What follows belongs to an exercise in optimizing a design on an open flow for small area; a production flow would make more cautious choices. At most, simulation tests tie the RTL to the original design; equivalence was not proved.

==> inputs of run R <==
==> flow/design.v <==
module mem_cache(data_in,
                 address,
                 data_out,
                 write,
                 clk,
                 rst);
		 parameter Size = 1;
		 parameter Resettable = 0;  
    		 input [Size - 1:0] data_in;  
    		 input [3:0] address;         
    		 input write;		      
		 input clk;		      
		 input rst;		      
		 output [Size - 1:0] data_out;  
		wire [Size - 1:0] stored;     
		assign data_out = write ? {Size{1'b0}} : stored;  
		generate if (Resettable) begin : g_reset
		reg [16 * Size - 1:0] lines;
		assign stored = lines[address * Size +: Size];
		always @ (posedge clk) begin
		       if (rst) lines <= {16 * Size{1'b0}};
		       else if (write) lines[address * Size +: Size] <= data_in;
		end
		end else begin : g_plain
		reg [Size - 1:0] memory[0:15];
		assign stored = memory[address];
		always @ (posedge clk) begin
		       if (write) memory[address] <= data_in;
		end
		end endgenerate
endmodule
module cache(index,
             tag_in,
             word,
             data_in,
             write,
	     valid_in,
             clk, 
             rst,
             data_out,
	     tag_out,
             valid_out,
             hit);
    	     input [3:0] index;			    
    	     input [10:0] tag_in; 		    
    	     input [7:0] data_in;    		    
	     input valid_in, write, word, clk;	    
	     input rst;				    
	     output [10:0] tag_out;		    
    	     output [7:0] data_out;		    
    	     output valid_out, hit;		    
    	     wire [7:0] word0, word1;
	     wire match, write_word0, write_word1, write_tag, write_valid, valid_b;
	     assign match = (tag_in == tag_out);    
	     assign write_word0 = write & ~word;    
	     assign write_word1 = write & word;	    
	     assign write_tag = write;	  	    
	     assign write_valid = write;	    
    	     mem_cache #(8)  word_block0  (data_in,  index, word0, write_word0, clk, rst); 
    	     mem_cache #(8)  word_block1  (data_in,  index, word1, write_word1, clk, rst); 
	     mem_cache #(11) tag_block    (tag_in,   index, tag_out, write_tag, clk, rst); 
	     mem_cache #(1, 1) valid_block  (valid_in, index, valid_b, write_valid, clk, rst); 
	     assign hit = match;							 
    	     assign data_out = write ? 8'h00 : (word ? word1 : word0);			 
	     assign valid_out = ~write & valid_b;      	       				 
endmodule
module directMapped_cache(address,
			  data_in,
			  write,
			  clk,
			  rst,
			  data_out,
			  hit,
			  valid,tag);
			  input [15:0] address;  
			  input [7:0] data_in;   
			  input write, clk;      
			  input rst;             
			  output [7:0] data_out;  
			  output hit, valid;      
			  output [10:0] tag;      
			  wire [7:0] d_out;       
			  wire [10:0] tag_out;    
			  wire isHit, isValid;    
			  cache cache1(address[4:1], address[15:5], address[0], data_in, write, 1'b1, clk, rst, d_out, tag_out, isValid, isHit);
			  assign hit = isHit;  
			  assign valid = isValid;  
			  assign data_out = d_out;  
			  assign tag = tag_out;  
endmodule
module two_way_cache(address, 
                     data_in, 
                     write, 
                     clk,
                     rst,
                     data_out,
                     hit
                     );
  		     input [15:0] address;  
  		     input [7:0] data_in;   
  		     input write, clk;      
  		     input rst;             
		     output [7:0] data_out;  
		     output hit;  	     
  		     wire [10:0] tag0, tag1;  
  		     wire [7:0] data_out0, data_out1;  
		     wire valid0, valid1;  
		     wire hit0, hit1;
		     wire select_0, select_1;
		     directMapped_cache cache0(address, data_in, write, clk, rst, data_out0, hit0, valid0, tag0);
		     directMapped_cache cache1(address, data_in, write, clk, rst, data_out1, hit1, valid1, tag1);
		     assign select_0 = (address[15:5] == tag0) & valid0;
		     assign select_1 = (address[15:5] == tag1) & valid1;
		     assign hit = select_0 | select_1;
		     assign data_out = hit ? (select_0 ? data_out0 : data_out1) : 8'h00;
endmodule
==> flow/run.sh <==
#!/bin/bash
# synth_recipe.tcl (not shown) runs the flow's synth.tcl, then flattens the netlist and writes it again
# the make line also repeats each setting of config.mk as NAME=value (left out here)
make -C /OpenROAD-flow-scripts/flow DESIGN_CONFIG=/design/flow/config.mk WORK_HOME=/design/flow/orfs CLKGATE_MAP_FILE= SYNTH_SCRIPT=/design/flow/synth_recipe.tcl finish
==> flow/config.mk <==
export PLATFORM = sky130hd
export DESIGN_NAME = two_way_cache
export DESIGN_NICKNAME = two_way_cache
export VERILOG_FILES = /design/flow/design.v
export SDC_FILE = /design/flow/constraint.sdc
export NUM_CORES = 4
export LEC_CHECK = 0
export CAP_MARGIN = 20
export CORE_MARGIN = 2
export CORE_UTILIZATION = 40
export SLEW_MARGIN = 20
==> flow/constraint.sdc <==
create_clock -name core_clock -period 5.5 [get_ports {clk}]
set_input_delay 1.1000 -clock core_clock [delete_from_list [all_inputs] [get_ports {clk}]]
set_output_delay 1.1000 -clock core_clock [all_outputs]
set_load 0.01 [all_outputs]
==> run H: changes against run R <==
==> flow/design.v, changed modules only <==
module two_way_cache(address, data_in, write, clk, rst, data_out, hit);
  input  [15:0] address;
  input  [7:0]  data_in;
  input         write, clk, rst;
  output [7:0]  data_out;
  output        hit;
  wire [10:0] tag_in = address[15:5];
  wire [3:0]  index  = address[4:1];
  wire        word   = address[0];
  reg [15:0] valid;
  reg [10:0] tags  [0:15];
  reg [7:0]  word0 [0:15];
  reg [7:0]  word1 [0:15];
  always @(posedge clk) begin
    if (rst) valid <= 16'b0;
    else if (write) valid[index] <= 1'b1;
    if (write) tags[index] <= tag_in;
    if (write & ~word) word0[index] <= data_in;
    if (write & word) word1[index] <= data_in;
  end
  assign hit = ~write & valid[index] & (tags[index] == tag_in);
  assign data_out = word ? word1[index] : word0[index];
endmodule
// module mem_cache removed
// module cache removed
// module directMapped_cache removed
- ABC_AREA: not set -> 1
==> flow_summary.yaml <==
timing:
  whs_ns: 0.468
  fmax_ghz: 0.189
placement:
  postPlaceCellArea_mm2: 0.0197
final_layout:
  inverters: 7
  area_growth_pct: 15.0
  drive_above_1_share_pct: 24.4
global_routing:
  groute.layer.met2.usage_pct: 26.4
power_and_ir_drop:
  p_seq_mw: 3.92
  comb_power_share_pct: 5.8
setup_path:
  path_cells: "buf_6, mux4_2, mux2i_1, xor2_1, o2111ai_1, a2111oi_2, nand4_2, nor3_1, clkdlybuf4s50_1"
  cp-startpoint: "address[2]"
run_status:
  status: "timing/DRC/antenna clean"
routing:
  vias: 9014
[end of results for run R]
==> flow_summary.yaml <==
run_status:
  status: "timing/DRC/antenna clean"
global_routing:
  groute.layer.met2.usage_pct: 30.3
placement:
  postPlaceCellArea_mm2: 0.0199
final_layout:
  area_growth_pct: 14.4
  drive_above_1_share_pct: 8.93
setup_path:
  cp-startpoint: "address[3]"
power_and_ir_drop:
  p_seq_mw: 3.80
  comb_power_share_pct: 6.9
timing:
  whs_ns: 0.456
  fmax_ghz: 0.198
routing:
  vias: 12100
[end of results for run H]
The RTL of run R was laid out without a check of its function.

-- re-timing with driven ports --
Ports are ideal in the flow. The routed layouts listed here were re-timed in OpenROAD.
Step 1 sets driving cells, clkbuf_16 on the clock port and buf_2 on the other inputs (assumed; they add their load-dependent delay and slew).
Step 2, shift: input delay + t, output delay - t, t = (earliest + latest rising clock arrival at the registers) / 2. This alone moves slack from input paths to output paths.
Slacks: ideal ports / drivers / drivers and shift; pairs: ideal ports / drivers.
| run | t (ns) | slack for setup (ns) | hold slack, ns | worst register clock-pin slew, ns | worst data-port slew with drivers (ns) |
|---|---|---|---|---|---|
| run R | 0.629 | 0.199 / 0.161 / 0.161 | 0.468 / 0.468 / 0.468 | 0.06 / 0.06 | 0.05 |
| run H | 0.641 | 0.457 / 0.428 / 0.428 | 0.456 / 0.456 / 0.456 | 0.06 / 0.06 | 0.05 |
After both steps setup and hold are still met in every run listed. For run R, which loses most, drivers alone change the setup slack by -0.038 ns; drivers and shift together by -0.038 ns.
